Background: an optimization exercise with open tools, aiming at small area, a short achievable clock period and few clock cycles per item. Do not read the settings as production practice.
At most, simulation tests tie the RTL to the original design; equivalence was not proved.
No functional check of the RTL was part of runs 1, 7 and 8.
Power and IR drop assume default switching activity.

<file path="design/flow/config.mk">
export PLATFORM = sky130hd
export DESIGN_NAME = prng
export DESIGN_NICKNAME = prng
export VERILOG_FILES = /design/flow/design.v
export SDC_FILE = /design/flow/constraint.sdc
export NUM_CORES = 8
export LEC_CHECK = 0
export CAP_MARGIN = 20
export CORE_MARGIN = 2
export CORE_UTILIZATION = 40
export SLEW_MARGIN = 70
</file>
<file path="design/flow/constraint.sdc">
create_clock -name core_clock -period 9.0 [get_ports {clk}]
set_input_delay 1.8000 -clock core_clock [delete_from_list [all_inputs] [get_ports {clk}]]
set_output_delay 1.8000 -clock core_clock [all_outputs]
set_load 0.01 [all_outputs]
</file>
<file path="design/flow/design.v">
`timescale 1ns / 1ps
module prng (
	input clk,     
	input rst,   
	input [31:0] seed,
	input start,
	input cont,
	output reg done,
	output [31:0] rand_num
);
reg        busy;       
reg  [2:0] cnt;        
reg [30:0] acc;        
reg  [3:0] en;         
wire [30:0] a = acc;
wire [30:0] b = ~{acc[2:0], acc[30:3]} & {{7{en[3]}}, {8{en[2]}}, {8{en[1]}}, {8{en[0]}}};
wire [30:0] g0 = a & b;
wire [30:0] p0 = a ^ b;
wire b0g0_1 = g0[1] | p0[1] & g0[0];
wire b0p0_1 = p0[1] & p0[0];
wire b0g0_3 = g0[3] | p0[3] & g0[2];
wire b0p0_3 = p0[3] & p0[2];
wire b0g1_2 = g0[2] | p0[2] & b0g0_1;
wire b0p1_2 = p0[2] & b0p0_1;
wire b0g1_3 = b0g0_3 | b0p0_3 & b0g0_1;
wire b0p1_3 = b0p0_3 & b0p0_1;
wire b1g0_5 = g0[5] | p0[5] & g0[4];
wire b1p0_5 = p0[5] & p0[4];
wire b1g0_7 = g0[7] | p0[7] & g0[6];
wire b1p0_7 = p0[7] & p0[6];
wire b1g1_6 = g0[6] | p0[6] & b1g0_5;
wire b1p1_6 = p0[6] & b1p0_5;
wire b1g1_7 = b1g0_7 | b1p0_7 & b1g0_5;
wire b1p1_7 = b1p0_7 & b1p0_5;
wire b2g0_9 = g0[9] | p0[9] & g0[8];
wire b2p0_9 = p0[9] & p0[8];
wire b2g0_11 = g0[11] | p0[11] & g0[10];
wire b2p0_11 = p0[11] & p0[10];
wire b2g1_10 = g0[10] | p0[10] & b2g0_9;
wire b2p1_10 = p0[10] & b2p0_9;
wire b2g1_11 = b2g0_11 | b2p0_11 & b2g0_9;
wire b2p1_11 = b2p0_11 & b2p0_9;
wire b3g0_13 = g0[13] | p0[13] & g0[12];
wire b3p0_13 = p0[13] & p0[12];
wire b3g0_15 = g0[15] | p0[15] & g0[14];
wire b3p0_15 = p0[15] & p0[14];
wire b3g1_14 = g0[14] | p0[14] & b3g0_13;
wire b3p1_14 = p0[14] & b3p0_13;
wire b3g1_15 = b3g0_15 | b3p0_15 & b3g0_13;
wire b3p1_15 = b3p0_15 & b3p0_13;
wire b4g0_17 = g0[17] | p0[17] & g0[16];
wire b4p0_17 = p0[17] & p0[16];
wire b4g0_19 = g0[19] | p0[19] & g0[18];
wire b4p0_19 = p0[19] & p0[18];
wire b4g1_18 = g0[18] | p0[18] & b4g0_17;
wire b4p1_18 = p0[18] & b4p0_17;
wire b4g1_19 = b4g0_19 | b4p0_19 & b4g0_17;
wire b4p1_19 = b4p0_19 & b4p0_17;
wire b5g0_21 = g0[21] | p0[21] & g0[20];
wire b5p0_21 = p0[21] & p0[20];
wire b5g0_23 = g0[23] | p0[23] & g0[22];
wire b5p0_23 = p0[23] & p0[22];
wire b5g1_22 = g0[22] | p0[22] & b5g0_21;
wire b5p1_22 = p0[22] & b5p0_21;
wire b5g1_23 = b5g0_23 | b5p0_23 & b5g0_21;
wire b5p1_23 = b5p0_23 & b5p0_21;
wire b6g0_25 = g0[25] | p0[25] & g0[24];
wire b6p0_25 = p0[25] & p0[24];
wire b6g0_27 = g0[27] | p0[27] & g0[26];
wire b6p0_27 = p0[27] & p0[26];
wire b6g1_26 = g0[26] | p0[26] & b6g0_25;
wire b6p1_26 = p0[26] & b6p0_25;
wire b6g1_27 = b6g0_27 | b6p0_27 & b6g0_25;
wire b6p1_27 = b6p0_27 & b6p0_25;
wire b7g0_29 = g0[29] | p0[29] & g0[28];
wire b7p0_29 = p0[29] & p0[28];
wire b7g1_30 = g0[30] | p0[30] & b7g0_29;
wire b7p1_30 = p0[30] & b7p0_29;
wire cg0_0 = b0g1_3 | b0p1_3 & b7g1_30;
wire cp0_0 = b0p1_3 & b7p1_30;
wire cg0_1 = b1g1_7 | b1p1_7 & b0g1_3;
wire cp0_1 = b1p1_7 & b0p1_3;
wire cg0_2 = b2g1_11 | b2p1_11 & b1g1_7;
wire cp0_2 = b2p1_11 & b1p1_7;
wire cg0_3 = b3g1_15 | b3p1_15 & b2g1_11;
wire cp0_3 = b3p1_15 & b2p1_11;
wire cg0_4 = b4g1_19 | b4p1_19 & b3g1_15;
wire cp0_4 = b4p1_19 & b3p1_15;
wire cg0_5 = b5g1_23 | b5p1_23 & b4g1_19;
wire cp0_5 = b5p1_23 & b4p1_19;
wire cg0_6 = b6g1_27 | b6p1_27 & b5g1_23;
wire cp0_6 = b6p1_27 & b5p1_23;
wire cg0_7 = b7g1_30 | b7p1_30 & b6g1_27;
wire cp0_7 = b7p1_30 & b6p1_27;
wire cg1_0 = cg0_0 | cp0_0 & cg0_6;
wire cp1_0 = cp0_0 & cp0_6;
wire cg1_1 = cg0_1 | cp0_1 & cg0_7;
wire cp1_1 = cp0_1 & cp0_7;
wire cg1_2 = cg0_2 | cp0_2 & cg0_0;
wire cp1_2 = cp0_2 & cp0_0;
wire cg1_3 = cg0_3 | cp0_3 & cg0_1;
wire cp1_3 = cp0_3 & cp0_1;
wire cg1_4 = cg0_4 | cp0_4 & cg0_2;
wire cp1_4 = cp0_4 & cp0_2;
wire cg1_5 = cg0_5 | cp0_5 & cg0_3;
wire cp1_5 = cp0_5 & cp0_3;
wire cg1_6 = cg0_6 | cp0_6 & cg0_4;
wire cp1_6 = cp0_6 & cp0_4;
wire cg1_7 = cg0_7 | cp0_7 & cg0_5;
wire cp1_7 = cp0_7 & cp0_5;
wire cg2_0 = cg1_0 | cp1_0 & cg1_4;
wire cp2_0 = cp1_0 & cp1_4;
wire cg2_1 = cg1_1 | cp1_1 & cg1_5;
wire cp2_1 = cp1_1 & cp1_5;
wire cg2_2 = cg1_2 | cp1_2 & cg1_6;
wire cp2_2 = cp1_2 & cp1_6;
wire cg2_3 = cg1_3 | cp1_3 & cg1_7;
wire cp2_3 = cp1_3 & cp1_7;
wire cg2_4 = cg1_4 | cp1_4 & cg1_0;
wire cp2_4 = cp1_4 & cp1_0;
wire cg2_5 = cg1_5 | cp1_5 & cg1_1;
wire cp2_5 = cp1_5 & cp1_1;
wire cg2_6 = cg1_6 | cp1_6 & cg1_2;
wire cp2_6 = cp1_6 & cp1_2;
wire cg2_7 = cg1_7 | cp1_7 & cg1_3;
wire cp2_7 = cp1_7 & cp1_3;
wire [30:0] c;
wire cin0 = cg2_7;
assign c[0] = cin0;
assign c[1] = g0[0] | p0[0] & cin0;
assign c[2] = b0g0_1 | b0p0_1 & cin0;
assign c[3] = b0g1_2 | b0p1_2 & cin0;
wire cin1 = cg2_0;
assign c[4] = cin1;
assign c[5] = g0[4] | p0[4] & cin1;
assign c[6] = b1g0_5 | b1p0_5 & cin1;
assign c[7] = b1g1_6 | b1p1_6 & cin1;
wire cin2 = cg2_1;
assign c[8] = cin2;
assign c[9] = g0[8] | p0[8] & cin2;
assign c[10] = b2g0_9 | b2p0_9 & cin2;
assign c[11] = b2g1_10 | b2p1_10 & cin2;
wire cin3 = cg2_2;
assign c[12] = cin3;
assign c[13] = g0[12] | p0[12] & cin3;
assign c[14] = b3g0_13 | b3p0_13 & cin3;
assign c[15] = b3g1_14 | b3p1_14 & cin3;
wire cin4 = cg2_3;
assign c[16] = cin4;
assign c[17] = g0[16] | p0[16] & cin4;
assign c[18] = b4g0_17 | b4p0_17 & cin4;
assign c[19] = b4g1_18 | b4p1_18 & cin4;
wire cin5 = cg2_4;
assign c[20] = cin5;
assign c[21] = g0[20] | p0[20] & cin5;
assign c[22] = b5g0_21 | b5p0_21 & cin5;
assign c[23] = b5g1_22 | b5p1_22 & cin5;
wire cin6 = cg2_5;
assign c[24] = cin6;
assign c[25] = g0[24] | p0[24] & cin6;
assign c[26] = b6g0_25 | b6p0_25 & cin6;
assign c[27] = b6g1_26 | b6p1_26 & cin6;
wire cin7 = cg2_6;
assign c[28] = cin7;
assign c[29] = g0[28] | p0[28] & cin7;
assign c[30] = b7g0_29 | b7p0_29 & cin7;
wire [30:0] sum = p0 ^ c;
assign rand_num = {1'b0, acc};
always @(posedge clk) begin
	if (rst) begin
		busy <= 1'b0;
		done <= 1'b0;
		cnt  <= 3'd0;
	end else if (busy) begin
		cnt <= cnt + 3'd1;
		if (cnt == 3'd4) begin
			busy <= 1'b0;
			done <= 1'b1;
		end
	end else if (done) begin
		if (!start) done <= 1'b0;
	end else if (start) begin
		busy <= 1'b1;
		cnt  <= 3'd0;
	end
end
always @(posedge clk) begin
	if (rst) begin
		en <= 4'd0;
	end else if (busy) begin
		if (cnt == 3'd4)          en[0] <= 1'b0;
		if (cnt[2])               en[1] <= 1'b0;
		if (cnt[2] && !cnt[1])    en[2] <= 1'b0;
		if (cnt[2] && !cnt[0])    en[3] <= 1'b0;
	end else if (!done && start) begin
		en <= 4'hf;
	end
end
always @(posedge clk) begin
	if (busy || done)
		acc <= sum;
	else
		acc <= {seed[15:0], seed[30:16]};
end
endmodule
</file>
<file path="design/flow/flow/run.sh">
#!/bin/bash
# The standard layout, with the port buffers made of plain buffers
# (sky130_fd_sc_hd__buf_2) instead of the cell buffer_ports picks by itself.
set -euo pipefail
export BUFFER_PORTS_ARGS="-buffer_cell sky130_fd_sc_hd__buf_2"

bash standard.sh > standard.log 2>&1
</file>
<file path="design/flow/standard.sh">
#!/bin/bash
# synth_recipe.tcl (not shown) runs the flow's synth.tcl, then flattens the netlist and writes it again
# the make line also repeats each setting of config.mk as NAME=value (left out here)
make -C /OpenROAD-flow-scripts/flow DESIGN_CONFIG=/design/flow/config.mk WORK_HOME=/design/flow/orfs CLKGATE_MAP_FILE= SYNTH_SCRIPT=/design/flow/synth_recipe.tcl "${@:-finish}"
</file>
==> flow_summary.toml, run 1 <==
[worst_setup_path]
path_max_fanout = 9
crit_path_end_kind = "flip-flop"
rr_endpoint = "acc[28]"
r2r_start = "en[1]"
endpoint = "acc[28]"
critPathKind = "flip-flop to flip-flop"
r2r_cells = 11
worstPathRequired_ns = 9.20
cp.arrival_ns = 3.28
worstSetupStartpoint = "en[1]"
worstSetupStartpointType = "flip-flop"
r2r_slack_ns = 5.92

[clocking]
cts.sink_count = 40
cts.path.max_buffers = 2
htreeDepth = 2
cts_root_buffer = "clkbuf_8"
cts.clk_slew.worst_paths_ns = 0.09
cts_setup_buffers = 0
insertion_delay_ns = 0.31
numCtsBuffers = 5
cts_tree = "yes"
ctsHoldBuffers = 0
cts.repair.resized = 0

[detailed_routing]
drc = 0
drt_iter0_drc = 96
antenna_left = 0
wl_per_cell_um = 12.9
first_pass_iters = 4
viasPerCell = 5.11
routed_wl_um = 6920
via_count = 2750

[sta]
fin_crit_sh_pct = 34.2
finalWorstSetupSlack_ns = 5.92
fin_worst_skew_ns = 0.00792
max_freq_ghz = 0.325
hold_viol = 0
fin_setup_tns_ns = 0
setup_viol = 0
post-route-min-period_ns = 3.08
rsz0062_at_grt = "false"
slew_viol_final = 0

[place]
place_congestion = 0.859
hpwl_um = 5740
port_buffers = 65
dpl_worst_slack_ns = 5.93

[floorplan]
die_w_um = 91.3
num_rows = 31
core_um2 = 7330
die_area_um2 = 8330
initial_core_util_pct = 41.5
io-pin-count = 69
die_h_um = 91.3

[power]
switching_share_pct = 38.4
p_sw_uw = 266
power_density_nw_per_um2 = 193
p_seq_share_pct = 34.8
pwr-share-comb_pct = 42.7
p_int_uw = 428
ir_drop_mv = 0.0880
p_leak_uw = 0.00161
pwr-share-clk_pct = 22.4

[synthesis]
postSynthAreaPerCell_um2 = 8.19
synth_ff_type = "dfxtp_1"
synth_edf_count = 0
yosysWarnings = 1
syn_inst = 372
ys_ff_latch = 40
synth_nets = 449
async_reset_ff_share_pct = 0
ys_types = 51
ys_seq_area_share_pct = 26.3
syn_area_um2 = 3050

[final_layout]
layout_commonest_cell = "buf_2"
fillers = 732
areaGrowthSynthToFinish_pct = 18.0
layout_common_cells = "buf_2 (65), nand2_1 (49), dfxtp_1 (40), o21ai_0 (34), ha_1 (33)"
multi_input_area_um2 = 2160
antennaDiodeCount = 0
num-nets-final = 515
regArea_um2 = 801
drive_gt1_share_pct = 21.4

[min_path]
hold_path.class = "flip-flop to flip-flop"

[global_routing]
grt_pass1_wl_um = 11700
grt_pass1_vias = 2546
overflow = 0
antenna_found_initial = 0
grt_max_degree = 30
grtUsageTotal_pct = 17.0

[run]
maxCapViolCount = 0

[outcome]
outcome = "timing/DRC/antenna clean"
critical path: stages (launching register included):
cell and delay (ns):
dfxtp_1 0.41, nor2b_1 0.19, ha_1 0.35, and4_1 0.28, and3_1 0.22, inv_1 0.07, o311a_1 0.40, o21ai_0 0.18
nand2_1 0.07, nand2_1 0.10, fa_1 0.43, mux2_2 0.28
metrics by stage:
step	util, %	cell area [um2]	std cells	power (uW)	hold WS (ns)
after floorplan	-	3050	372	456	0.471
after global placement	47.2	3460	528	537	0.491
after detailed placement	47.4	3480	530	545	0.512
after CTS	49.0	3590	538	704	0.525
after global routing	49.0	3590	538	754	0.550
final	49.0	3590	538	694	0.526
sequential cells by signal, summed over array words and instances, names as in the netlist:
| signal | count |
|---|---|
| acc | 31 |
| en | 4 |
| cnt | 3 |
| busy | 1 |
| done | 1 |
cell families (layout without fill, tap and decap cells):
logic type	after synthesis	after routing	share of synthesized area [%]
compound gates	101	101	19.7
xor+xnor	21	21	6.04
fa+ha+maj	41	41	18.8
buf+inv	22	89	3.20
flops	40	40	26.3
mux	10	10	3.66
other cells	1	1	0.123
simple gates	136	136	22.2
synth_stat cells, drive strengths merged, types with 4 or more instances:
library cell | number | area, um2
inv | 13 | 48.8
mux2 | 9 | 101
nand2 | 49 | 184
a31oi | 5 | 31.3
xnor2 | 14 | 123
clkbuf | 6 | 32.5
nor2 | 23 | 86.3
a21oi | 34 | 178
ha | 33 | 413
xor2 | 7 | 61.3
dfxtp | 40 | 801
nor3 | 5 | 25.0
nand3 | 7 | 35.0
o21ai | 43 | 219
nor2b | 32 | 200
fa | 8 | 160
a211oi | 4 | 35.0
cell type report:
cell class                 instances  area share (%)
multi-input combinational        310            60.0
inverter                          13            1.36
tap                               99            3.45
timing repair buffer              68            9.68
clock buffer                       5            1.92
sequential                        40            22.3
clock inverter                     3            1.29
worst min path at each step:
stage                   to  startpoint  slack [ns]  cells after the start
floorplan           cnt[2]      cnt[2]        0.47                      2
global placement    cnt[2]      cnt[2]        0.49                      2
detailed placement  cnt[2]      cnt[2]        0.51                      2
CTS                 cnt[2]      cnt[2]        0.53                      2
global route        cnt[2]      cnt[2]        0.55                      2
finish              cnt[2]      cnt[2]        0.53                      2
power by group through the flow:
stage | logic, uW | clock network [uW] | registers (uW)
floorplan | 205 | 0 | 251
global placement | 291 | 0 | 247
detailed placement | 298 | 0 | 247
CTS | 300 | 161 | 243
global route | 337 | 169 | 248
finish | 297 | 156 | 242
metal layers:
layer  track usage [%]  part of all wire (%)
met3              2.74                   3.2
met5                 0                     0
met2              28.6                    46
met1              22.8                    49
met4              4.17                   1.3
==> run 2: changes to the inputs <==
--- a/design/flow/design.v
+++ b/design/flow/design.v
@@ -12,7 +12,6 @@
 reg  [2:0] cnt;        
 reg [30:0] acc;        
-reg  [3:0] en;         
 wire [30:0] a = acc;
-wire [30:0] b = ~{acc[2:0], acc[30:3]} & {{7{en[3]}}, {8{en[2]}}, {8{en[1]}}, {8{en[0]}}};
+wire [30:0] b = ~{acc[2:0], acc[30:3]} & {31{busy}};
 wire [30:0] g0 = a & b;
 wire [30:0] p0 = a ^ b;
@@ -186,16 +185,4 @@
 end
 always @(posedge clk) begin
-	if (rst) begin
-		en <= 4'd0;
-	end else if (busy) begin
-		if (cnt == 3'd4)          en[0] <= 1'b0;
-		if (cnt[2])               en[1] <= 1'b0;
-		if (cnt[2] && !cnt[1])    en[2] <= 1'b0;
-		if (cnt[2] && !cnt[0])    en[3] <= 1'b0;
-	end else if (!done && start) begin
-		en <= 4'hf;
-	end
-end
-always @(posedge clk) begin
 	if (busy || done)
 		acc <= sum;
--- a/design/flow/config.mk
+++ b/design/flow/config.mk
@@ -8,4 +8,4 @@
 export CAP_MARGIN = 20
 export CORE_MARGIN = 2
-export CORE_UTILIZATION = 40
+export CORE_UTILIZATION = 65
 export SLEW_MARGIN = 70
==> run 2 against run 1 <==
Against the previous run:
- still clean on timing, DRC and antenna
- critical path depth is 2 lower
- combinational power up 18%
- sequential cell count shrank 4
- synthesized cell count fell by 4.3%
- clock power fell by 22%
- register-to-register slack is essentially flat
- clock skew down 0.0031 ns
- cell count decreased by 12%
- design area down 5.5%
- sequential power decreased by 7%
- worst hold slack got worse by 0.029 ns
- count of clock-buffer cells in the layout increased by 1
- largest power group unchanged
==> flow_summary.toml, run 2 <==
[run]
maxCapViolCount = 0

[sta]
rsz0062_at_grt = "false"
post-route-min-period_ns = 3.08
setup_viol = 0
timing.hold.ws_ns = 0.497
max_freq_ghz = 0.325
fin_crit_sh_pct = 34.2
hold_viol = 0
slew_viol_final = 0
fin_setup_tns_ns = 0
fin_worst_skew_ns = 0.00484

[worst_setup_path]
crit_path_end_kind = "flip-flop"
critPathKind = "flip-flop to flip-flop"
cp_num_buf_inv = 0
path_max_fanout = 40
worstPathRequired_ns = 9.19
cp_slowest_cell = "dfxtp_4"
critical_path_depth = 9
r2r_cells = 9
critical-path-top-delay-family = "compound AO/OA/AOI/OAI gates"
crit_chain = "nor2b_1 > ha_1 > a21oi_1 > o21ai_1 > nor2_1 > o31ai_2 > a41o_1 > fa_1 > mux2_2"
cp_slowest_stage_delay_ns = 0.59
worstSetupStartpointType = "flip-flop"
cp.arrival_ns = 3.26

[synthesis]
synth_ff_type = "dfxtp_1"
syn_area_um2 = 2930
ys_types = 49
synth_nets = 433
synth_top_area_share_pct = 24.6
ys_seq_area_share_pct = 24.6
ys_ff_latch = 36
synth_edf_count = 0
yosysWarnings = 1
syn_inst = 356
postSynthAreaPerCell_um2 = 8.22
synth_commonest_cells = "nand2_1 (47), dfxtp_1 (36), ha_1 (33), nor2b_1 (31), a21oi_1 (25)"
ys_top_cells_by_area = "dfxtp_1 (25%), ha_1 (14%), nor2b_1 (6.6%)"
synth_top_area_cell = "dfxtp_1"
async_reset_ff_share_pct = 0
synth.most_common_cell = "nand2_1"

[clocking]
cts.path.max_buffers = 2
insertion_delay_ns = 0.29
ctsHoldBuffers = 0
cts_root_buffer = "clkbuf_8"
cts.sink_count = 36
numCtsBuffers = 5
cts_setup_buffers = 0
cts_tree = "yes"
cts.repair.resized = 0
htreeDepth = 2
cts.clk_slew.worst_paths_ns = 0.07

[detailed_routing]
routed_wl_um = 6420
top_layer = "met4"
wl_met3_um = 304
drt_iter0_drc = 117
via_count = 2688
wl_per_cell_um = 13.6
first_pass_iters = 4
wl_met2_um = 3130
viasPerCell = 5.69
drc = 0
met1_length_um = 2930
antenna_left = 0

[place]
port_buffers = 65
hpwl_um = 4970
place_congestion = 0.950

[floorplan]
die_h_um = 71.1
core_um2 = 4350
io-pin-count = 69
die_w_um = 71.1
num_rows = 24
initial_core_util_pct = 67.2
die_area_um2 = 5050

[global_routing]
overflow = 0
grt_max_degree = 55
grt_pass1_wl_um = 11100
grtUsageTotal_pct = 26.9
grt_pass1_vias = 2577
antenna_found_initial = 0

[final_layout]
drive_gt1_share_pct = 22.4
layout_commonest_cell = "buf_2"
areaGrowthSynthToFinish_pct = 16.0
antennaDiodeCount = 0
largest_reg_flops = 31
num-nets-final = 496
top_register = "acc"
reg_top3 = "acc x31, cnt x3"
layout_common_cells = "buf_2 (65), nand2_1 (47), dfxtp_1 (35), ha_1 (33), nor2b_1 (31)"

[min_path]
hold_depth = 2
hold_path.class = "flip-flop to flip-flop"

[power]
p_leak_uw = 0.00155
ir_drop_mv = 0.138
power_density_nw_per_um2 = 206

[outcome]
outcome = "timing/DRC/antenna clean"
## run 2: final timing paths
kind	start	to	slack [ns]
setup / recovery	busy	acc[20]	5.92
hold / removal	cnt[2]	cnt[2]	0.50
setup reg to reg	busy	acc[20]	5.92
hold reg to reg	cnt[2]	cnt[2]	0.50
## run 2: per-layer routing
layer	up-vias	track usage, %
li1	1380	-
met1	1239	34.0
met2	64	46.4
met3	5	5.56
met4	0	7.55
met5	-	0
## run 2: cell families (layout without fill, tap and decap cells)
| family | count (synthesis) | in the layout | share of synthesized area [%] |
|---|---|---|---|
| and+or+nand+nor | 130 | 130 | 21.5 |
| AOI/OAI and AO/OA | 94 | 94 | 20.9 |
| adders and majority gates | 41 | 41 | 19.6 |
| DFF | 36 | 36 | 24.6 |
| xor gates and xnor gates | 23 | 23 | 6.89 |
| buffers and inverters | 22 | 86 | 2.95 |
| muxes | 9 | 9 | 3.42 |
| other | 1 | 1 | 0.128 |
## run 2: worst reg2reg max path, cell delays in order (launching register included)
cell and delay, ns:
dfxtp_4 0.59, nor2b_1 0.20, ha_1 0.30, a21oi_1 0.23, o21ai_1 0.14, nor2_1 0.28
o31ai_2 0.16, a41o_1 0.34, fa_1 0.47, mux2_2 0.26
## run 2: final cells by class
type                    instances  area [um2]
flip-flops and latches         36         724
fillers                       346         961
inverters                      12        45.0
clock inverters                 2        10.0
multi-input cells             298        2130
well taps                      52        65.1
clock buffers                   6        82.6
repair buffers                 66         337
## run 2: power breakdown
part / total [uW] / switching, uW / internal [uW]
combinational: 351 / 195 / 156
sequential: 226 / 34.9 / 191
clock: 122 / 60.8 / 61.1
total: 699 / 290 / 408
## run 2: per-stage QoR
step | util (%) | cell area [um2] | worst slack (ns) | total power [uW] | cells
after floorplan | - | 2930 | 6.06 | 484 | 356
after global placement | 75.5 | 3290 | 5.41 | 567 | 464
after detailed placement | 75.7 | 3300 | 5.98 | 578 | 464
after CTS | 77.8 | 3390 | 5.95 | 702 | 472
after global routing | 77.9 | 3390 | 5.78 | 757 | 472
final | 77.9 | 3390 | 5.92 | 699 | 472
Testbench counts of run 2, summed over its fixed seeds: cycles 18,432, items 2,048.
==> run 3: changes to the inputs <==
--- a/design/flow/config.mk
+++ b/design/flow/config.mk
@@ -8,4 +8,4 @@
 export CAP_MARGIN = 20
 export CORE_MARGIN = 2
-export CORE_UTILIZATION = 65
-export SLEW_MARGIN = 70
+export CORE_UTILIZATION = 40
+export SLEW_MARGIN = 50
==> run 3 against run 2 <==
Against the previous run:
- still clean
- global-route usage shrank 9.7 points
- critical path depth is the same
- power grew 3.0%
- count of clock-buffer cells in the layout shrank 1
- die area grew 59%
- clock skew shrank 0.0015 ns
- fmax shrank 4.8%
- via count shrank 1.9%
- register-to-register slack lost 0.16 ns
- critical path type unchanged
- largest cell class unchanged
- highest routed layer unchanged
==> flow_summary.toml, run 3 <==
[global_routing]
overflow = 0
met3_usage_pct = 3.69
grt_max_degree = 55
grt_pass1_wl_um = 10800
grt_busiest_layer = "met2"
grtUsageMet1_pct = 24.0
antenna_found_initial = 0
grtUsageTotal_pct = 17.2
use_met2_pct = 26.7
grt_pass1_vias = 2413

[place]
place_congestion = 0.845
hpwl_um = 5240
port_buffers = 65

[final_layout]
layout_common_cells = "buf_2 (65), nand2_1 (47), dfxtp_1 (35), ha_1 (33), nor2b_1 (31)"
num-nets-final = 496
regArea_um2 = 722
areaGrowthSynthToFinish_pct = 18.3
largest_reg_flops = 31
fillers = 738
reg_top3 = "acc x31, cnt x3"
drive_gt1_share_pct = 22.1
multi_input_area_um2 = 2130
antennaDiodeCount = 0
layout_commonest_cell = "buf_2"
top_register = "acc"

[run]
maxCapViolCount = 0

[worst_setup_path]
rr_endpoint = "acc[20]"
worstSetupStartpointType = "flip-flop"
cp_slowest_cell = "dfxtp_2"
crit_path_end_kind = "flip-flop"
critPathKind = "flip-flop to flip-flop"
worstPathRequired_ns = 9.19
cp.arrival_ns = 3.42
r2r_cells = 9
r2r_start = "busy"
path_max_fanout = 40
r2r_slack_ns = 5.77
crit_chain = "nor2b_1 > ha_1 > a21oi_2 > o21ai_2 > a221oi_4 > o31ai_2 > a41o_1 > fa_1 > mux2_2"
cp_slowest_stage_delay_ns = 0.72
critical-path-top-delay-family = "compound AO/OA/AOI/OAI gates"
cp_num_buf_inv = 0

[synthesis]
synth_top_area_share_pct = 24.6
synth_nets = 433
syn_area_um2 = 2930
synth_ff_type = "dfxtp_1"
synth.most_common_cell = "nand2_1"
ys_seq_area_share_pct = 24.6
ys_types = 49
synth_edf_count = 0
postSynthAreaPerCell_um2 = 8.22
yosysWarnings = 1
async_reset_ff_share_pct = 0
ys_top_cells_by_area = "dfxtp_1 (25%), ha_1 (14%), nor2b_1 (6.6%)"
ys_ff_latch = 36
synth_commonest_cells = "nand2_1 (47), dfxtp_1 (36), ha_1 (33), nor2b_1 (31), a21oi_1 (25)"
syn_inst = 356
synth_top_area_cell = "dfxtp_1"

[power]
p_sw_uw = 291
ir_drop_mv = 0.0800
pwr-share-comb_pct = 48.3
p_int_uw = 429
p_seq_share_pct = 31.6
p_leak_uw = 0.00155
power_density_nw_per_um2 = 208
switching_share_pct = 40.4
pwr-share-clk_pct = 20.1

[clocking]
cts_setup_buffers = 0
cts_tree = "yes"
ctsHoldBuffers = 0
cts.repair.resized = 0
cts.path.max_buffers = 2
insertion_delay_ns = 0.29
numCtsBuffers = 5
cts_root_buffer = "clkbuf_8"
htreeDepth = 2
cts.clk_slew.worst_paths_ns = 0.08
cts.sink_count = 36

[min_path]
hold_depth = 2
hold_path.class = "flip-flop to flip-flop"
min_to = "cnt[2]"
hold_path.startpoint = "cnt[2]"

[detailed_routing]
via_count = 2636
drc = 0
viasPerCell = 5.08
wl_per_cell_um = 12.6
first_pass_iters = 4
drt_iter0_drc = 59
antenna_left = 0
routed_wl_um = 6510

[sta]
slew_viol_final = 0
max_freq_ghz = 0.309
tightest_slew_ns = 0.605
slew_headroom_pct = 59.6
fin_crit_sh_pct = 35.9
fin_worst_skew_ns = 0.00336
rsz0062_at_grt = "false"
fin_setup_tns_ns = 0
setup_viol = 0
timing.hold.ws_ns = 0.497
hold_viol = 0
post-route-min-period_ns = 3.23

[outcome]
outcome = "timing/DRC/antenna clean"

[floorplan]
initial_core_util_pct = 40.8
die_area_um2 = 8010
die_h_um = 89.5
num_rows = 31
io-pin-count = 69
die_w_um = 89.5
core_um2 = 7180
[run 3: worst max-delay path by stage]
stage / from / end / cells past startpoint
after floorplan: busy / acc[20] / 11
after global placement: busy / acc[20] / 9
after detailed placement: busy / acc[20] / 9
after CTS: busy / acc[20] / 9
after global routing: busy / acc[29] / 12
final: busy / acc[20] / 9
[run 3: power by group through the flow]
stage          sequential [uW]  combinational (uW)  clock [uW]
2_1_floorplan              236                 248           0
3_3_place_gp               232                 344           0
3_5_place_dp               233                 348           0
4_1_cts                    229                 351         151
5_1_grt                    234                 395         157
6_report                   227                 348         145
[run 3: metrics by stage]
step	power [uW]	std cells	area [um2]	worst slack (ns)	util, %
detailed placement	581	511	3350	5.79	46.7
global placement	576	511	3350	5.42	46.7
global route	787	519	3460	5.51	48.2
CTS	731	519	3460	5.74	48.2
floorplan	484	356	2930	6.06	-
finish	720	519	3460	5.77	48.2
[run 3: per-layer routing]
layer | vias up | share of wire, %
met3 | 6 | 4.1
met1 | 1198 | 50
met4 | 0 | 1.0
li1 | 1377 | -
met5 | - | 0
met2 | 55 | 45
[run 3: area by class of cell]
| cell class | count | share of cell area [%] |
|---|---|---|
| Tap cell | 99 | 3.58 |
| Multi-Input combinational cell | 298 | 61.4 |
| Timing Repair Buffer | 66 | 9.62 |
| Clock buffer | 5 | 1.99 |
| Sequential cell | 36 | 20.9 |
| Clock inverter | 3 | 1.23 |
| Inverter | 12 | 1.30 |
[run 3: worst min-delay path, cell delays in order (launching register included)]
cell and delay (ns):
dfxtp_1 0.32, o21ai_0 0.07, a21oi_1 0.06
[run 3: logic make-up (layout without fill, tap and decap cells)]
kind of cell | Yosys count | count (layout) | synth area share, %
xor+xnor | 23 | 23 | 6.89
compound gates | 94 | 94 | 20.9
flops | 36 | 36 | 24.6
mux | 9 | 9 | 3.42
fa+ha+maj | 41 | 41 | 19.6
simple gates | 130 | 130 | 21.5
buf+inv | 22 | 86 | 2.95
other cells | 1 | 1 | 0.128
==> run 4: changes to the inputs <==
--- a/design/flow/config.mk
+++ b/design/flow/config.mk
@@ -9,3 +9,4 @@
 export CORE_MARGIN = 2
 export CORE_UTILIZATION = 40
-export SLEW_MARGIN = 50
+export PLACE_DENSITY = 0.85
+export SLEW_MARGIN = 70
==> run 4 against run 3 <==
Against the previous run:
- highest routed layer unchanged
- sequential cell count unchanged
- worst hold slack gained 0.0037 ns
- die area is the same
- sequential share of layout area up 0.14 points
- first-iteration DRC count rose by 100%
- combinational power grew 1%
- count of clock-buffer cells in the layout grew 3
- synthesized cell count did not move
- critical path depth stayed put
- core utilization shrank 0.16 points
- global-route usage up 0.78 points
- sequential power about the same
==> flow_summary.toml, run 4 <==
[clocking]
htreeDepth = 2
insertion_delay_ns = 0.29
cts.sink_count = 36
ctsHoldBuffers = 0
cts_root_buffer = "clkbuf_8"
cts.clk_slew.worst_paths_ns = 0.07
cts_tree = "yes"
numCtsBuffers = 5
cts.repair.resized = 0
cts_setup_buffers = 0
cts.path.max_buffers = 2

[detailed_routing]
drt_iter0_drc = 120
drc = 0
via_count = 2705
routed_wl_um = 6980
antenna_left = 0
viasPerCell = 5.21
wl_per_cell_um = 13.4
first_pass_iters = 4

[worst_setup_path]
critPathKind = "flip-flop to flip-flop"
path_max_fanout = 40
cp_slowest_stage_delay_ns = 0.58
r2r_cells = 9
r2r_start = "busy"
cp_num_buf_inv = 0
rr_endpoint = "acc[20]"
worstSetupStartpointType = "flip-flop"
cp_slowest_cell = "dfxtp_4"
worstPathRequired_ns = 9.18
crit_chain = "nor2b_1 > ha_1 > a21oi_2 > o21ai_2 > a221oi_4 > o31ai_2 > a41o_1 > fa_1 > mux2_2"
r2r_slack_ns = 5.94
crit_path_end_kind = "flip-flop"
critical-path-top-delay-family = "compound AO/OA/AOI/OAI gates"
cp.arrival_ns = 3.25

[synthesis]
synth-xor-area-share_pct = 6.89
synth_nets = 433
synth_top_family_by_area = "simple AND/OR/NAND/NOR gates"
synth_edf_count = 0
ys_types = 49
synth_top_area_share_pct = 24.6
synth_mux_area_share_pct = 3.42
synth_compound_area_share_pct = 20.9
synth_top_area_cell = "dfxtp_1"
syn_inst = 356
synth_ff_type = "dfxtp_1"
synth.most_common_cell = "nand2_1"
synth-simple-area-share_pct = 21.5
async_reset_ff_share_pct = 0
postSynthAreaPerCell_um2 = 8.22
yosysWarnings = 1
ys_ff_latch = 36
yosys.area_share.adder_pct = 19.6
ys_top_cells_by_area = "dfxtp_1 (25%), ha_1 (14%), nor2b_1 (6.6%)"
syn_area_um2 = 2930
ys_seq_area_share_pct = 24.6
synth_commonest_cells = "nand2_1 (47), dfxtp_1 (36), ha_1 (33), nor2b_1 (31), a21oi_1 (25)"

[global_routing]
grt_max_degree = 55
overflow = 0
grt_pass1_wl_um = 11500
antenna_found_initial = 0
grt_pass1_vias = 2686
grtUsageTotal_pct = 18.0

[sta]
slew_viol_final = 0
post-route-min-period_ns = 3.06
fin_worst_skew_ns = 0.00610
fin_crit_sh_pct = 34.0
fin_setup_tns_ns = 0
hold_viol = 0
max_freq_ghz = 0.326
setup_viol = 0
rsz0062_at_grt = "false"

[min_path]
hold_path.startpoint = "cnt[2]"
min_to = "cnt[2]"
hold_depth = 2
hold_path.class = "flip-flop to flip-flop"

[floorplan]
die_w_um = 89.5
die_h_um = 89.5
die_area_um2 = 8010
initial_core_util_pct = 40.8
io-pin-count = 69
num_rows = 31
core_um2 = 7180

[final_layout]
top_register = "acc"
layout_common_cells = "buf_2 (65), nand2_1 (47), dfxtp_1 (35), ha_1 (33), nor2b_1 (31)"
reg_top3 = "acc x31, cnt x3"
antennaDiodeCount = 0
layout_commonest_cell = "buf_2"
num-nets-final = 496
final_util_pct = 48.1
largest_reg_flops = 31
fin_cells = 519
areaGrowthSynthToFinish_pct = 17.9
drive_gt1_share_pct = 21.9

[power]
p_leak_uw = 0.00155
ir_drop_mv = 0.0747
p_total_uw = 703
power_density_nw_per_um2 = 204

[outcome]
outcome = "timing/DRC/antenna clean"

[place]
place_congestion = 0.945
place_inst = 511
port_buffers = 65
hpwl_um = 5520

[run]
maxCapViolCount = 0
==> run 4: worst max path at each step <==
stage / startpoint / slack (ns) / to / depth (start not counted)
final: busy / 5.94 / acc[20] / 9
after global routing: busy / 5.75 / acc[28] / 11
after CTS: busy / 5.95 / acc[20] / 9
after detailed placement: busy / 5.96 / acc[20] / 9
after global placement: busy / 5.48 / acc[20] / 9
after floorplan: busy / 6.06 / acc[20] / 11
==> run 4: cell families (layout without fill, tap and decap cells) <==
kind of cell / count (synthesis) / in the layout
and+or+nand+nor: 130 / 130
DFF: 36 / 36
AOI/OAI and AO/OA: 94 / 94
xor gates and xnor gates: 23 / 23
adders and majority gates: 41 / 41
other: 1 / 1
buffers and inverters: 22 / 86
muxes: 9 / 9
==> run 4: area by class of cell <==
| class | count | area, um2 |
|---|---|---|
| clock buffer | 8 | 90.1 |
| fill | 716 | 3730 |
| inverter | 12 | 45.0 |
| multi-input combinational | 298 | 2130 |
| sequential | 36 | 724 |
| tap | 99 | 124 |
| timing repair buffer | 66 | 337 |
==> run 4: where the power goes <==
part	switching [uW]	internal, uW
registers	37.1	191
logic	197	156
clock network	59.3	62.5
==> run 4: metal layers <==
layer | track usage [%] | part of all wire [%]
met5 | 0 | 0
met2 | 32.5 | 47
met4 | 3.93 | 0.90
met3 | 3.42 | 4.8
met1 | 22.1 | 47
==> run 4: per-stage QoR <==
stage | instance area (um2) | worst slack (ns) | hold slack [ns]
2_1_floorplan | 2930 | 6.06 | 0.451
3_3_place_gp | 3350 | 5.48 | 0.469
3_5_place_dp | 3360 | 5.96 | 0.487
4_1_cts | 3450 | 5.95 | 0.498
5_1_grt | 3450 | 5.75 | 0.534
6_report | 3450 | 5.94 | 0.501
==> run 4: worst register-to-register path, cell delays in order, from the launching register on <==
cell and delay (ns):
dfxtp_4 0.58, nor2b_1 0.25, ha_1 0.34, a21oi_2 0.19
o21ai_2 0.11, a221oi_4 0.32, o31ai_2 0.11, a41o_1 0.33
fa_1 0.47, mux2_2 0.26
==> run 5: changes to the inputs <==
--- a/design/flow/config.mk
+++ b/design/flow/config.mk
@@ -9,4 +9,3 @@
 export CORE_MARGIN = 2
 export CORE_UTILIZATION = 40
-export PLACE_DENSITY = 0.85
 export SLEW_MARGIN = 70
==> run 5 against run 4 <==
Against the previous run:
- via count is 1.9% lower
- still clean on timing, DRC and antenna
- count of clock-buffer cells in the layout is 3 lower
- first-iteration DRC count is 28% lower
- critical path type unchanged
- combinational power hardly changed
- design area is 0.65% higher
==> flow_summary.toml, run 5 <==
[synthesis]
async_reset_ff_share_pct = 0
synth_compound_area_share_pct = 20.9
synth_commonest_cells = "nand2_1 (47), dfxtp_1 (36), ha_1 (33), nor2b_1 (31), a21oi_1 (25)"
postSynthAreaPerCell_um2 = 8.22
syn_area_um2 = 2930
yosys.area_share.adder_pct = 19.6
yosysWarnings = 1
synth_mux_area_share_pct = 3.42
ys_seq_area_share_pct = 24.6
synth_ff_type = "dfxtp_1"
synth_edf_count = 0
synth-xor-area-share_pct = 6.89
synth_top_area_cell = "dfxtp_1"
synth_nets = 433
syn_inst = 356
synth-simple-area-share_pct = 21.5
ys_ff_latch = 36
synth.most_common_cell = "nand2_1"
ys_top_cells_by_area = "dfxtp_1 (25%), ha_1 (14%), nor2b_1 (6.6%)"
synth_top_area_share_pct = 24.6
ys_types = 49
synth_top_family_by_area = "simple AND/OR/NAND/NOR gates"

[clocking]
cts_root_buffer = "clkbuf_8"
cts_setup_buffers = 0
cts.sink_count = 36
cts.repair.resized = 0
cts.clk_slew.worst_paths_ns = 0.07
ctsHoldBuffers = 0
numCtsBuffers = 5
cts.path.max_buffers = 2
cts_tree = "yes"
insertion_delay_ns = 0.29
htreeDepth = 2

[detailed_routing]
routed_wl_um = 6550
drt_iter0_drc = 86
wl_per_cell_um = 12.6
first_pass_iters = 4
antenna_left = 0
viasPerCell = 5.11
drc = 0
via_count = 2654

[sta]
rsz0062_at_grt = "false"
slew_viol_final = 0
setup_viol = 0
max_freq_ghz = 0.328
post-route-min-period_ns = 3.05
timing.hold.ws_ns = 0.497
hold_viol = 0
fin_worst_skew_ns = 0.00115
fin_crit_sh_pct = 33.8
fin_setup_tns_ns = 0

[min_path]
min_to = "cnt[2]"
hold_depth = 2
hold_path.class = "flip-flop to flip-flop"
hold_path.startpoint = "cnt[2]"

[worst_setup_path]
r2r_slack_ns = 5.95
worstPathRequired_ns = 9.19
rr_endpoint = "acc[20]"
worstSetupStartpointType = "flip-flop"
r2r_start = "busy"
path_max_fanout = 40
cp.arrival_ns = 3.24
r2r_cells = 9
critPathKind = "flip-flop to flip-flop"
crit_path_end_kind = "flip-flop"

[global_routing]
grt_pass1_vias = 2413
overflow = 0
grt_max_degree = 55
grtUsageTotal_pct = 17.3
antenna_found_initial = 0
grt_pass1_wl_um = 10800

[final_layout]
areaGrowthSynthToFinish_pct = 18.7
drive_gt1_share_pct = 22.4
finalInstanceArea_um2 = 3470
layout_common_cells = "buf_2 (65), nand2_1 (47), dfxtp_1 (35), ha_1 (33), nor2b_1 (31)"
layout_commonest_cell = "buf_2"
num-nets-final = 496
antennaDiodeCount = 0
reg_top3 = "acc x31, cnt x3"
final_util_pct = 48.4
top_register = "acc"
fillers = 743
largest_reg_flops = 31

[power]
ir_drop_mv = 0.120
p_leak_uw = 0.00156
power_density_nw_per_um2 = 208

[place]
port_buffers = 65
place_congestion = 0.845
placed_area_um2 = 3360
hpwl_um = 5230

[floorplan]
die_area_um2 = 8010
core_um2 = 7180
die_h_um = 89.5
io-pin-count = 69
initial_core_util_pct = 40.8
num_rows = 31
die_w_um = 89.5

[run]
maxCapViolCount = 0

[outcome]
outcome = "timing/DRC/antenna clean"
[run 5: kinds of logic after synthesis]
kind of cell	count (synthesis)
simple gates	130
compound gates	94
fa+ha+maj	41
flops	36
xor+xnor	23
buf+inv	22
mux	9
other cells	1
[run 5: worst max-delay path by stage]
stage               startpoint       to  slack (ns)  cells after the start
floorplan                 busy  acc[20]        6.06                     11
global placement          busy  acc[20]        5.42                      9
detailed placement        busy  acc[20]        5.96                      9
CTS                       busy  acc[20]        5.94                      9
global route              busy  acc[29]        5.69                     12
finish                    busy  acc[20]        5.95                      9
[run 5: layout make-up]
class / count / area [um2] / share of cell area, %
clock buffer: 5 / 68.8 / 1.98
clock inverter: 3 / 42.5 / 1.23
inverter: 12 / 45.0 / 1.30
multi-input combinational: 298 / 2130 / 61.4
sequential: 36 / 724 / 20.9
tap: 99 / 124 / 3.57
timing repair buffer: 66 / 337 / 9.69
[run 5: routing by layer]
layer / GRT usage (%) / routed length, um / part of all wire (%)
met5: 0 / 0 / 0
met4: 5.97 / 81 / 1.2
met3: 3.05 / 266 / 4.1
met2: 27.1 / 2930 / 45
met1: 23.9 / 3270 / 50
[run 5: worst max-delay path, stage by stage, from the launching register on]
cell and delay (ns):
dfxtp_4 0.57, nor2b_1 0.22, ha_1 0.33, a21oi_2 0.20, o21ai_2 0.11, a221oi_4 0.32
o31ai_2 0.12, a41o_1 0.33, fa_1 0.47, mux2_2 0.26
[run 5: where the power goes]
group | total (uW) | switching, uW | leakage, uW | internal, uW
sequential | 228 | 36.2 | 0.000303 | 191
clock | 144 | 62.4 | 0.0000541 | 82.0
combinational | 350 | 193 | 0.00120 | 157
total | 721 | 291 | 0.00156 | 430
[run 5: metrics by stage]
stage / instances / worst slack (ns) / power (uW)
2_1_floorplan: 356 / 6.06 / 484
3_5_place_dp: 511 / 5.96 / 581
4_1_cts: 519 / 5.94 / 729
3_3_place_gp: 511 / 5.42 / 576
6_report: 519 / 5.95 / 721
5_1_grt: 519 / 5.69 / 790
==> run 6: changes to the inputs <==
==> design/flow/flow/run.sh (replaced) <==
#!/bin/bash
# The standard layout, with the port buffers made of plain buffers
# (sky130_fd_sc_hd__buf_1) instead of the cell buffer_ports picks by itself.
set -euo pipefail
export BUFFER_PORTS_ARGS="-buffer_cell sky130_fd_sc_hd__buf_1"

bash standard.sh > standard.log 2>&1
==> run 6 against run 5 <==
Against the previous run:
- worst hold slack worse by 0.0034 ns
- first-iteration DRC count down 51%
- die area unchanged
- fmax about the same
- wire length down 0.93%
- critical path depth unchanged
- power up 6.3%
- sequential power about the same
- non-clock buffer count unchanged
- largest power group unchanged
==> flow_summary.toml, run 6 <==
[synthesis]
synth.most_common_cell = "nand2_1"
synth_nets = 433
ys_seq_area_share_pct = 24.6
ys_ff_latch = 36
syn_inst = 356
synth_top_area_share_pct = 24.6
synth_edf_count = 0
postSynthAreaPerCell_um2 = 8.22
yosysWarnings = 1
ys_top_cells_by_area = "dfxtp_1 (25%), ha_1 (14%), nor2b_1 (6.6%)"
synth_top_area_cell = "dfxtp_1"
synth_ff_type = "dfxtp_1"
async_reset_ff_share_pct = 0
ys_types = 49
synth_commonest_cells = "nand2_1 (47), dfxtp_1 (36), ha_1 (33), nor2b_1 (31), a21oi_1 (25)"
syn_area_um2 = 2930

[sta]
finalWorstSetupSlack_ns = 5.96
slew_viol_final = 0
timing.hold.ws_ns = 0.494
setup_viol = 0
fin_worst_skew_ns = 0.00158
fin_crit_sh_pct = 33.8
max_freq_ghz = 0.328
hold_viol = 0
post-route-min-period_ns = 3.04
rsz0062_at_grt = "false"
fin_setup_tns_ns = 0

[global_routing]
overflow = 0
antenna_found_initial = 0
grt_max_degree = 55
grt_pass1_vias = 2467
grtUsageTotal_pct = 17.2
grt_pass1_wl_um = 10900

[clocking]
cts.path.max_buffers = 2
insertion_delay_ns = 0.29
cts.sink_count = 36
htreeDepth = 2
cts_root_buffer = "clkbuf_8"
cts.repair.resized = 0
ctsHoldBuffers = 0
cts_setup_buffers = 0
cts_tree = "yes"
numCtsBuffers = 5
cts.clk_slew.worst_paths_ns = 0.08

[final_layout]
reg_top3 = "acc x31, cnt x3"
layout_common_cells = "buf_1 (65), nand2_1 (47), dfxtp_1 (35), ha_1 (33), nor2b_1 (31)"
drive_gt1_share_pct = 6.90
finalInstanceArea_um2 = 3440
areaGrowthSynthToFinish_pct = 17.5
largest_reg_flops = 31
multi_input_area_um2 = 2130
fillers = 765
antennaDiodeCount = 0
fin_cells = 519
top_register = "acc"
num-nets-final = 496
layout_commonest_cell = "buf_1"
regArea_um2 = 724

[worst_setup_path]
path_max_fanout = 40
critPathKind = "flip-flop to flip-flop"
cp_slowest_stage_delay_ns = 0.58
cp.arrival_ns = 3.23
worstSetupStartpointType = "flip-flop"
crit_chain = "nor2b_1 > ha_1 > a21oi_2 > o21ai_2 > a221oi_4 > o31ai_2 > a41o_1 > fa_1 > mux2_2"
cp_slowest_cell = "dfxtp_4"
worstPathRequired_ns = 9.18
crit_path_end_kind = "flip-flop"

[place]
dpl_worst_slack_ns = 5.97
placed_area_um2 = 3270
place_inst = 511
place_congestion = 0.827
hpwl_um = 5160
port_buffers = 65

[detailed_routing]
routed_wl_um = 6490
wl_per_cell_um = 12.5
antenna_left = 0
drt_iter0_drc = 42
first_pass_iters = 4
drc = 0
viasPerCell = 5.05
via_count = 2620

[power]
p_seq_share_pct = 29.7
power_density_nw_per_um2 = 223
p_sw_uw = 291
pwr-share-comb_pct = 44.1
p_int_uw = 476
pwr-share-clk_pct = 26.2
ir_drop_mv = 0.102
p_leak_uw = 0.00140
switching_share_pct = 37.9

[floorplan]
die_area_um2 = 8010
die_h_um = 89.5
num_rows = 31
io-pin-count = 69
core_um2 = 7180
initial_core_util_pct = 40.8
die_w_um = 89.5

[outcome]
outcome = "timing/DRC/antenna clean"

[min_path]
hold_path.class = "flip-flop to flip-flop"

[run]
maxCapViolCount = 0
run 6: cell counts after synthesis:
Identical to the previous run, type by type.
run 6: final timing paths:
| path | start | to | slack [ns] | cells after the start |
|---|---|---|---|---|
| max | busy | acc[20] | 5.96 | 9 |
| min reg2reg | cnt[2] | cnt[2] | 0.49 | 2 |
| min | cnt[2] | cnt[2] | 0.49 | 2 |
| max reg2reg | busy | acc[20] | 5.96 | 9 |
run 6: cell families (layout without fill, tap and decap cells):
group / Yosys count / count (layout) / share of synthesized area [%]
fa+ha+maj: 41 / 41 / 19.6
simple gates: 130 / 130 / 21.5
other cells: 1 / 1 / 0.128
compound gates: 94 / 94 / 20.9
mux: 9 / 9 / 3.42
flops: 36 / 36 / 24.6
buf+inv: 22 / 86 / 2.95
xor+xnor: 23 / 23 / 6.89
run 6: metal layers:
metal / wire length (um) / GRT usage (%)
met1: 3260 / 23.6
met3: 250 / 2.95
met4: 57 / 4.75
met5: 0 / 0
met2: 2920 / 27.9
run 6: final cells by class:
cell class	instances	area share [%]
Clock buffer	5	2.00
Clock inverter	3	2.62
Inverter	12	1.31
Multi-Input combinational cell	298	62.0
Sequential cell	36	21.1
Tap cell	99	3.60
Timing Repair Buffer	66	7.43
run 6: power groups by stage:
stage               Combinational (uW)  Clock (uW)  Sequential, uW
floorplan                          248           0             236
global placement                   335           0             233
detailed placement                 337           0             233
CTS                                340         206             229
global route                       388         215             235
finish                             338         201             228
run 6: stage by stage:
stage | util, % | total power, uW
finish | 47.9 | 767
global route | 47.9 | 838
CTS | 47.8 | 775
detailed placement | 45.6 | 570
global placement | 45.5 | 568
floorplan | - | 484
run 6: critical path, delay by kind of cell (launching register included):
family	cells	cell delay, ns
AO/OA/AOI/OAI	5	1.07
adder cells (fa/ha/maj)	2	0.80
flip-flops	1	0.58
multiplexers	1	0.26
AND/OR/NAND/NOR	1	0.22
==> run 7: changes to the inputs <==
--- a/design/flow/design.v
+++ b/design/flow/design.v
@@ -164,5 +164,6 @@
 assign c[29] = g0[28] | p0[28] & cin7;
 assign c[30] = b7g0_29 | b7p0_29 & cin7;
-wire [30:0] sum = p0 ^ c;
+wire [30:0] x = (busy || done) ? p0 : {seed[15:0], seed[30:16]};
+wire [30:0] d = x ^ c;
 assign rand_num = {1'b0, acc};
 always @(posedge clk) begin
@@ -184,9 +185,5 @@
 	end
 end
-always @(posedge clk) begin
-	if (busy || done)
-		acc <= sum;
-	else
-		acc <= {seed[15:0], seed[30:16]};
-end
+always @(posedge clk)
+	acc <= d;
 endmodule
==> run 7 against run 6 <==
Against the previous run:
- wire length rose by 11%
- clock skew is 0.0070 ns higher
- critical endpoint is now acc[11]
- worst hold slack got worse by 0.0042 ns
- worst setup slack improved by 0.13 ns
- clock power decreased by 39%
- highest routed layer unchanged
- still clean on timing, DRC and antenna
- sequential power rose by 36%
- global-route usage rose by 0.32 points
- synthesized area grew 3.0%
- sequential cell count unchanged
- register-to-register slack improved by 0.13 ns
==> flow_summary.toml, run 7 <==
[synthesis]
syn_inst = 343
ys_seq_area_share_pct = 23.9
synth_commonest_cells = "dfxtp_1 (36), ha_1 (33), nor2b_1 (32), a21oi_1 (30), mux2i_1 (28)"
synth.most_common_cell = "dfxtp_1"
synth_top_area_share_pct = 23.9
synth_ff_type = "dfxtp_1"
ys_top_cells_by_area = "dfxtp_1 (24%), ha_1 (14%), mux2i_1 (9.3%)"
ys_types = 53
synth_top_area_cell = "dfxtp_1"
async_reset_ff_share_pct = 0
syn_area_um2 = 3010
synth_edf_count = 0
ys_ff_latch = 36
synth_nets = 412
postSynthAreaPerCell_um2 = 8.78
yosysWarnings = 1

[worst_setup_path]
worstSetupStartpoint = "busy"
worstPathRequired_ns = 9.22
crit_path_end_kind = "flip-flop"
cpMostUsedCell = "a21oi_1"
cp_slowest_cell = "dfxtp_2"
crit_chain = "buf_4 > nor2b_1 > ha_1 > a21oi_1 > o21ai_0 > a21oi_1 > o31ai_4 > a2111o_1 > a31oi_1 > xor2_1"
critPathKind = "flip-flop to flip-flop"
cp.arrival_ns = 3.13
worstSetupStartpointType = "flip-flop"
r2r_start = "busy"
path_max_fanout = 22
cp_slowest_stage_delay_ns = 0.49

[detailed_routing]
via_count = 2706
drc = 0
drt_iter0_drc = 124
wl_per_cell_um = 14.1
first_pass_iters = 4
routed_wl_um = 7200
antenna_left = 0
viasPerCell = 5.31

[floorplan]
num_rows = 31
core_um2 = 7250
initial_core_util_pct = 41.5
die_h_um = 90.8
io-pin-count = 69
die_w_um = 90.8
die_area_um2 = 8240

[sta]
hold_viol = 0
fin_setup_tns_ns = 0
slew_viol_final = 0
setup_viol = 0
rsz0062_at_grt = "false"
fin_crit_sh_pct = 32.4
max_freq_ghz = 0.343
post-route-min-period_ns = 2.92
fin_worst_skew_ns = 0.00859

[final_layout]
final_util_pct = 48.2
fin_cells = 510
num-nets-final = 479
top_register = "acc"
layout_commonest_cell = "buf_1"
finalInstanceArea_um2 = 3500
areaGrowthSynthToFinish_pct = 16.2
antennaDiodeCount = 0
largest_reg_flops = 31
fillers = 738
layout_common_cells = "buf_1 (66), dfxtp_1 (35), ha_1 (33), nor2b_1 (32), a21oi_1 (30)"
reg_top3 = "acc x31, cnt x3"
drive_gt1_share_pct = 9.49

[global_routing]
overflow = 0
grt_max_degree = 32
grt_pass1_wl_um = 12000
grt_pass1_vias = 2540
grtUsageTotal_pct = 17.5
antenna_found_initial = 0

[min_path]
hold_path.startpoint = "cnt[2]"
hold_path.class = "flip-flop to flip-flop"

[outcome]
outcome = "timing/DRC/antenna clean"

[clocking]
cts.sink_count = 36
cts.repair.resized = 0
htreeDepth = 2
insertion_delay_ns = 0.29
cts_root_buffer = "clkbuf_8"
cts.clk_slew.worst_paths_ns = 0.08
cts_setup_buffers = 0
numCtsBuffers = 5
cts.path.max_buffers = 2
ctsHoldBuffers = 0
cts_tree = "yes"

[power]
ir_drop_mv = 0.130
power_density_nw_per_um2 = 331
p_total_uw = 1160
p_leak_uw = 0.00145

[run]
maxCapViolCount = 0

[place]
place_inst = 501
placed_area_um2 = 3380
port_buffers = 65
hpwl_um = 5620
place_congestion = 0.930
==> run 7: cell types whose count changed in the layout (fill, tap and decap cells not counted), sizes merged, moves of 4 or more <==
cell / previous run / this run
xor2: 11 / 17
o21ai: 40 / 17
mux2i: 1 / 28
fa: 8 / 0
nand2: 47 / 13
nor2: 23 / 18
and2: 3 / 7
a21oi: 27 / 32
and4: 0 / 5
==> run 7: final timing paths <==
kind / to / slack [ns] / cells after the start
worst max-delay path: acc[11] / 6.08 / 10
worst min-delay path: cnt[2] / 0.49 / 2
worst max register to register: acc[11] / 6.08 / 10
worst min register to register: cnt[2] / 0.49 / 2
==> run 7: report_power, final <==
group / switching, uW / total (uW) / internal [uW] / leakage [uW]
Sequential: 71.0 / 310 / 239 / 0.000302
Combinational: 425 / 724 / 299 / 0.00110
Clock: 62.1 / 123 / 61.2 / 0.0000510
==> run 7: cell type report <==
type	count	area [um2]	share of cell area, %
multi-input cells	288	2250	64.3
flip-flops and latches	36	722	20.6
repair buffers	69	272	7.76
well taps	99	124	3.54
clock buffers	6	82.6	2.36
inverters	10	37.5	1.07
clock inverters	2	10.0	0.286
==> run 7: worst max-delay path, delay by kind of cell (launching register included) <==
family | cells | cell delay (ns)
compound gates | 6 | 1.41
flops | 1 | 0.49
fa+ha+maj | 1 | 0.31
buf+inv | 1 | 0.30
simple gates | 1 | 0.18
xor+xnor | 1 | 0.15
==> run 7: metal layers <==
layer,wire length (um),share of wire (%),global-route usage [%]
met2,3310,46,28.8
met5,0,0,0
met4,59,0.82,5.05
met1,3500,49,23.3
met3,333,4.6,3.51
==> run 7: logic make-up after synthesis <==
| family | after synthesis | share of synthesized area (%) |
|---|---|---|
| xor+xnor | 26 | 7.56 |
| flops | 36 | 23.9 |
| other cells | 1 | 0.125 |
| buf+inv | 19 | 2.66 |
| mux | 33 | 11.2 |
| simple gates | 107 | 20.0 |
| fa+ha+maj | 33 | 13.7 |
| compound gates | 88 | 20.9 |
==> run 7: stage by stage <==
step                setup WS [ns]  hold WS [ns]
floorplan                    6.24         0.451
global placement             5.98         0.474
detailed placement           6.03         0.484
CTS                          6.00         0.495
global route                 5.86         0.507
finish                       6.08         0.489
==> run 8: changes to the inputs <==
--- a/design/flow/design.v
+++ b/design/flow/design.v
@@ -12,6 +12,7 @@
 reg  [2:0] cnt;        
 reg [30:0] acc;        
+reg  [3:0] en;         
 wire [30:0] a = acc;
-wire [30:0] b = ~{acc[2:0], acc[30:3]} & {31{busy}};
+wire [30:0] b = ~{acc[2:0], acc[30:3]} & {{7{en[3]}}, {8{en[2]}}, {8{en[1]}}, {8{en[0]}}};
 wire [30:0] g0 = a & b;
 wire [30:0] p0 = a ^ b;
@@ -185,4 +186,16 @@
 	end
 end
+always @(posedge clk) begin
+	if (rst) begin
+		en <= 4'd0;
+	end else if (busy) begin
+		if (cnt == 3'd4)          en[0] <= 1'b0;
+		if (cnt[2])               en[1] <= 1'b0;
+		if (cnt[2] && !cnt[1])    en[2] <= 1'b0;
+		if (cnt[2] && !cnt[0])    en[3] <= 1'b0;
+	end else if (!done && start) begin
+		en <= 4'hf;
+	end
+end
 always @(posedge clk)
 	acc <= d;
==> run 8 against run 7 <==
Against the previous run:
- still clean
- register-to-register slack improved by 0.29 ns
- via count rose by 3.1%
- clock power rose by 26%
- critical endpoint is now done
- largest power group unchanged
==> flow_summary.toml, run 8 <==
[synthesis]
ys_types = 54
yosysWarnings = 1
synth_edf_count = 0
synth_ff_type = "dfxtp_1"
ys_top_cells_by_area = "dfxtp_1 (26%), ha_1 (13%), mux2i_1 (9.0%)"
ys_ff_latch = 40
postSynthAreaPerCell_um2 = 8.90
async_reset_ff_share_pct = 0
synth_top_area_cell = "dfxtp_1"
ys_seq_area_share_pct = 25.7
synth_commonest_cells = "dfxtp_1 (40), a21oi_1 (33), ha_1 (33), nor2b_1 (32), mux2i_1 (28)"
synth_nets = 419
synth_top_area_share_pct = 25.7
syn_inst = 350
syn_area_um2 = 3120
synth.most_common_cell = "dfxtp_1"

[final_layout]
areaGrowthSynthToFinish_pct = 16.5
regArea_um2 = 801
drive_gt1_share_pct = 10.7
num-nets-final = 488
reg_top3 = "acc x31, en x4, cnt x3"
finalInstanceArea_um2 = 3630
fillers = 783
largest_reg_flops = 31
top_register = "acc"
layout_common_cells = "buf_1 (64), dfxtp_1 (40), a21oi_1 (33), ha_1 (33), nor2b_1 (32)"
multi_input_area_um2 = 2290
antennaDiodeCount = 0
layout_commonest_cell = "buf_1"

[detailed_routing]
wl_per_cell_um = 14.1
routed_wl_um = 7380
antenna_left = 0
drc = 0
viasPerCell = 5.35
drt_iter0_drc = 119
first_pass_iters = 4
via_count = 2791

[worst_setup_path]
critical_path_depth = 1
critPathKind = "flip-flop to output port"
cp_slowest_stage_delay_ns = 0.42
cp_num_buf_inv = 1
worstPathRequired_ns = 7.20
cp_slowest_cell = "dfxtp_1"
crit_path_end_kind = "output port"
crit_chain = "buf_1"
critical-path-top-delay-family = "flip-flops"
cp.arrival_ns = 0.89
path_max_fanout = 4
worstSetupStartpointType = "flip-flop"
r2r_cells = 9

[clocking]
cts.sink_count = 40
cts.repair.resized = 0
insertion_delay_ns = 0.30
ctsHoldBuffers = 0
htreeDepth = 2
cts_root_buffer = "clkbuf_8"
cts.path.max_buffers = 2
cts.clk_slew.worst_paths_ns = 0.09
cts_setup_buffers = 0
numCtsBuffers = 5
cts_tree = "yes"

[place]
port_buffers = 65
placed_area_um2 = 3470
hpwl_um = 5780
place_congestion = 0.931

[sta]
setup_viol = 0
post-route-min-period_ns = 2.69
fin_crit_sh_pct = 29.9
fin_worst_skew_ns = 0.0116
rsz0062_at_grt = "false"
hold_viol = 0
fin_setup_tns_ns = 0
slew_viol_final = 0
max_freq_ghz = 0.371

[global_routing]
grtUsageTotal_pct = 17.6
overflow = 0
antenna_found_initial = 0
grt_pass1_vias = 2606
grt_pass1_wl_um = 12200
grt_max_degree = 33

[floorplan]
die_h_um = 92.3
die_area_um2 = 8510
core_um2 = 7650
initial_core_util_pct = 40.8
io-pin-count = 69
num_rows = 32
die_w_um = 92.3

[power]
p_sw_uw = 523
ir_drop_mv = 0.151
power_density_nw_per_um2 = 311
p_int_uw = 607
p_seq_share_pct = 29.3
p_leak_uw = 0.00149
pwr-share-comb_pct = 57.0
switching_share_pct = 46.2
pwr-share-clk_pct = 13.7

[outcome]
outcome = "timing/DRC/antenna clean"

[min_path]
hold_path.class = "flip-flop to flip-flop"
hold_depth = 2

[run]
maxCapViolCount = 0
[run 8: cell types whose count changed in the layout (fill, tap and decap cells not counted), sizes merged, moves of 2 or more]
cell	before	now
o21ai	17	19
nand2	13	17
dfxtp	36	40
inv	10	7
a21oi	32	37
buf	68	65
nor2	18	14
a21o	3	1
or2	1	4
[run 8: cells by family after synthesis]
family,count (synthesis),share of synthesized area [%]
AOI/OAI and AO/OA,93,20.8
xor gates and xnor gates,27,7.59
adders and majority gates,33,13.2
buffers and inverters,13,2.01
DFF,40,25.7
muxes,32,10.4
other,1,0.120
and+or+nand+nor,111,20.1
[run 8: layer usage]
layer	up-vias	GRT usage, %	part of all wire, %
li1	1442	-	-
met1	1289	25.1	51
met2	58	27.0	44
met3	2	5.09	5.1
met4	0	2.61	0.39
met5	-	0	0
[run 8: final timing paths]
path / start / end / slack, ns
hold reg to reg: cnt[2] / cnt[2] / 0.51
setup reg to reg: en[0] / acc[30] / 6.37
hold / removal: cnt[2] / cnt[2] / 0.51
setup / recovery: done / done / 6.31
[run 8: per-stage QoR]
step / util (%) / power (uW) / setup slack, ns / instances / hold WS [ns]
2_1_floorplan: - / 791 / 6.24 / 350 / 0.471
3_3_place_gp: 45.3 / 951 / 6.12 / 512 / 0.494
3_5_place_dp: 45.4 / 963 / 6.11 / 512 / 0.498
4_1_cts: 47.0 / 1120 / 6.29 / 520 / 0.514
5_1_grt: 47.5 / 1240 / 6.14 / 522 / 0.538
6_report: 47.5 / 1130 / 6.31 / 522 / 0.506
[run 8: power groups by stage]
stage / combinational (uW) / clock [uW] / sequential [uW]
6_report: 644 / 155 / 331
5_1_grt: 723 / 170 / 342
4_1_cts: 630 / 161 / 332
3_5_place_dp: 627 / 0 / 337
3_3_place_gp: 614 / 0 / 337
2_1_floorplan: 442 / 0 / 349
[run 8: area by class of cell]
cell class / count / area share (%)
inverter: 7 / 0.723
clock inverter: 3 / 1.31
tap: 102 / 3.51
multi-input combinational: 297 / 63.2
timing repair buffer: 68 / 7.34
sequential: 40 / 22.0
clock buffer: 5 / 1.89

[port drivers added, routing unchanged]
Ports are ideal in the flow. The routed layouts listed here were re-timed in OpenROAD. Step 1, drivers: a clkbuf_16 drives clk and a buf_2 each remaining input, both assumed. Step 2 moves the port delays by t, midway between the first and last clock arrival at a register: inputs arrive t later, outputs are due t later. That takes back most of the time a late clock gives input paths. a / b / c = no drivers / after step 1 / after step 2; a / b = the first two.
| run | t, ns | slack for setup (ns) | hold WS [ns] |
|---|---|---|---|
| run 1 | 0.332 | 5.921 / 5.921 / 5.921 | 0.526 / 0.526 / 0.526 |
| run 2 | 0.319 | 5.924 / 5.924 / 5.924 | 0.497 / 0.497 / 0.497 |
| run 3 | 0.324 | 5.769 / 5.769 / 5.769 | 0.497 / 0.497 / 0.497 |
| run 4 | 0.317 | 5.936 / 5.936 / 5.936 | 0.501 / 0.501 / 0.501 |
| run 5 | 0.326 | 5.954 / 5.954 / 5.954 | 0.497 / 0.497 / 0.497 |
| run 6 | 0.316 | 5.956 / 5.956 / 5.956 | 0.494 / 0.494 / 0.494 |
| run 7 | 0.315 | 6.084 / 6.084 / 6.061 | 0.489 / 0.489 / 0.489 |
| run 8 | 0.323 | 6.305 / 6.276 / 6.092 | 0.506 / 0.506 / 0.506 |
After both steps setup and hold are still met in every run listed. For run 8, which loses most, drivers alone change the setup slack by -0.029 ns; drivers and shift together by -0.213 ns.
